Source: an optimization exercise on an open RTL-to-GDS flow (aim: small area and a short achievable clock period). Production flows keep margins and buffers that such runs may drop. The RTL was checked by simulation tests, not by an equivalence proof against the original design.

v23:
// iir_DF1_Biquad
module iir_DF1_Biquad (
  input clk,
  input rst,
  input signed [15:0] din,
  output signed [15:0] dout
);
For scale: about 150 flip-flops, ~34 I/O pins.
export LEC_CHECK = 0
export CAP_MARGIN = 20
export CORE_MARGIN = 2
export CORE_UTILIZATION = 60
export CTS_BUF_LIST = sky130_fd_sc_hd__clkbuf_8
export PLACE_DENSITY = 0.8
export SLEW_MARGIN = 20
export SYNTH_HIERARCHICAL = 1
export SYNTH_MINIMUM_KEEP_SIZE = 0
create_clock -name core_clock -period 11.0 [get_ports {clk}]
standard.sh (not shown) runs the stock make flow with config.mk's settings and CLKGATE_MAP_FILE= SYNTH_SCRIPT=/design/flow/synth_recipe.tcl, a recipe that flattens the netlist after the stock synthesis.
==> flow/flow/run.sh <==
#!/bin/bash
# The standard layout (the standard.sh, standard synthesis unchanged) with a few
# settings changed: clock tree synthesis inserts no dummy loads, the port buffers are
# buf_2 cells instead of the default delay buffers, and timing repair aims for a
# setup slack of 7.2 ns rather than 0.
set -euo pipefail
export CTS_ARGS="-sink_clustering_enable -repair_clock_nets -buf_list sky130_fd_sc_hd__clkbuf_8 -dont_use_dummy_load"
export BUFFER_PORTS_ARGS="-buffer_cell sky130_fd_sc_hd__buf_2"
export SETUP_SLACK_MARGIN=7.2
bash standard.sh > standard.log 2>&1
Modified inputs, v28 compared to v23
==> flow/flow/run.sh <==
#!/bin/bash
# The standard layout (the standard.sh, standard synthesis unchanged) with a few
# settings changed: clock tree synthesis inserts no dummy loads, the port buffers are
# buf_2 cells instead of the default delay buffers, and timing repair aims for a
# setup slack of 6.7 ns rather than 0.
set -euo pipefail
export CTS_ARGS="-sink_clustering_enable -repair_clock_nets -buf_list sky130_fd_sc_hd__clkbuf_8 -dont_use_dummy_load"
export BUFFER_PORTS_ARGS="-buffer_cell sky130_fd_sc_hd__buf_2"
export SETUP_SLACK_MARGIN=6.7
bash standard.sh > standard.log 2>&1
==> summary.txt <==
Number of non-clock buffers (higher): v23.
> inputs changed (v28 -> v38)
==> flow/flow/run.sh <==
#!/bin/bash
# The standard layout (the standard.sh, standard synthesis unchanged) with two
# settings changed: clock tree synthesis inserts no dummy loads, and the port
# buffers are buf_2 cells instead of the default delay buffers.
set -euo pipefail
export CTS_ARGS="-sink_clustering_enable -repair_clock_nets -buf_list sky130_fd_sc_hd__clkbuf_8 -dont_use_dummy_load"
export BUFFER_PORTS_ARGS="-buffer_cell sky130_fd_sc_hd__buf_2"
bash standard.sh > standard.log 2>&1
## What came out
The achievable frequency in v38 was lower than what v28 gave. Result for v38 and v28: all clean. Compared with v28, in v38 layout overhead on the synthesized area shows a reduction of 0.34 points, final instance area lost 0.32%, clock-buffer cell count shows no meaningful change. v28 and v38 ended up with roughly the same area of combinational cells with multiple inputs.
Input-level comparison between v51 and v38:
==> flow/run.sh (new file) <==
#!/bin/bash
# synth_recipe.tcl (not shown) runs the flow's synth.tcl, then flattens the netlist and writes it again
# the make line also repeats each setting of config.mk as NAME=value (left out here)
make -C /OpenROAD-flow-scripts/flow DESIGN_CONFIG=/design/flow/config.mk WORK_HOME=/design/flow/orfs CLKGATE_MAP_FILE= SYNTH_SCRIPT=/design/flow/synth_recipe.tcl finish
removed: flow/flow/run.sh
removed: flow/standard.sh
## What came out
From v38 to v51 the numbers moved as follows: signal arrival time at the worst endpoint went up 0.05 ns, weighted congestion at the end of routability-driven global placement went down about 6%, non-clock buffering overhead in the final layout went up 1.2 points, area growth from synthesis to layout went up 2.8 points. Re sequential share of layout area: v51 and v38 aren't equal, and the higher value belongs to v38. For detailed-route wire length, v38 and v51 come out practically identical. Compared with v38, final area in v51 increased by a few percent. Summary of v51 over v38: share of final layout cell area taken by clock buffers and inverters increased 1.2 points; number of clock buffer instances in the layout picked up an extra 1. On global-route usage, v51 and v38 are neck and neck.

========
iir_DF1_Biquad, a different RTL version from the one above (not shown whole).
Size in the first run: roughly 110 flip-flops, roughly 34 I/O pins.
export LEC_CHECK = 0
export CAP_MARGIN = 20
export CORE_MARGIN = 2
export CORE_UTILIZATION = 60
export CTS_BUF_LIST = sky130_fd_sc_hd__clkbuf_8
export PLACE_DENSITY = 0.8
export SLEW_MARGIN = 20
export SYNTH_HIERARCHICAL = 1
export SYNTH_MINIMUM_KEEP_SIZE = 0
create_clock -name core_clock -period 11.0 [get_ports {clk}]
==> flow/flow/run.sh <==
#!/bin/bash
# The standard layout (the standard.sh, standard synthesis unchanged) with a few
# settings changed: clock tree synthesis inserts no dummy loads, the port buffers are
# buf_2 cells instead of the default delay buffers, and timing repair aims for a
# setup slack of 6.8 ns rather than 0.
set -euo pipefail
export CTS_ARGS="-sink_clustering_enable -repair_clock_nets -buf_list {sky130_fd_sc_hd__clkbuf_8 sky130_fd_sc_hd__clkbuf_16} -dont_use_dummy_load"
export BUFFER_PORTS_ARGS="-buffer_cell sky130_fd_sc_hd__buf_2"
export SETUP_SLACK_MARGIN=6.8
bash standard.sh > standard.log 2>&1
Change:
==> flow/flow/run.sh (replaced) <==
#!/bin/bash
# The standard layout (the standard.sh, standard synthesis unchanged) with a few
# settings changed: clock tree synthesis inserts no dummy loads, the port buffers are
# buf_2 cells instead of the default delay buffers, and timing repair aims for a
# setup slack of 6.85 ns rather than 0.
set -euo pipefail
export CTS_ARGS="-sink_clustering_enable -repair_clock_nets -buf_list {sky130_fd_sc_hd__clkbuf_8 sky130_fd_sc_hd__clkbuf_16} -dont_use_dummy_load"
export BUFFER_PORTS_ARGS="-buffer_cell sky130_fd_sc_hd__buf_2"
export SETUP_SLACK_MARGIN=6.85
bash standard.sh > standard.log 2>&1
Worst setup slack gains 0.023 ns.
Die area is unchanged.
Utilization increases by 0.44 points.
Wire length went up by about 1.8%.
Hold slack improved by 0.024 ns.
Via count grows by 2.0%.

==> what the ideal ports hide <==
The results above use ideal ports. As a check the final layouts listed here were re-extracted and re-timed, cells and wires unchanged. Step 1 (the two cells are an assumption about what drives the block):
set clk [get_ports {clk}]
set_driving_cell -lib_cell sky130_fd_sc_hd__clkbuf_16 $clk
set_driving_cell -lib_cell sky130_fd_sc_hd__buf_2 [delete_from_list [all_inputs] $clk]
Step 2, shift: input delay + t, output delay - t, t = (earliest + latest rising clock arrival at the registers) / 2. This alone moves slack from input paths to output paths. a / b / c = ideal ports / drivers / drivers and shift; a / b = the first two.
run | shift t [ns] | setup slack, ns | hold WS [ns] | worst setup path after step 2 | clock arrival spread, ns
v23 | 0.502 | 6.827 / 6.827 / 6.827 | 0.453 / 0.453 / 0.453 | register to register | 0.038 / 0.038
v28 | 0.476 | 6.827 / 6.827 / 6.827 | 0.462 / 0.462 / 0.462 | register to register | 0.029 / 0.029
v38 | 0.482 | 6.563 / 6.563 / 6.563 | 0.462 / 0.462 / 0.462 | register to register | 0.030 / 0.031
v51 | 0.491 | 6.550 / 6.550 / 6.453 | 0.479 / 0.479 / 0.479 | input to register | 0.024 / 0.024
the first run of note 2 | 0.388 | 6.926 / 6.926 / 6.926 | 0.524 / 0.524 / 0.524 | register to register | 0.014 / 0.014
the second run of note 2 | 0.395 | 6.949 / 6.949 / 6.949 | 0.548 / 0.548 / 0.548 | register to register | 0.016 / 0.016
After both steps every run listed still meets setup and hold. The setup slack of v51, which loses most, moves by 0.000 ns with the drivers and by -0.097 ns with both steps.
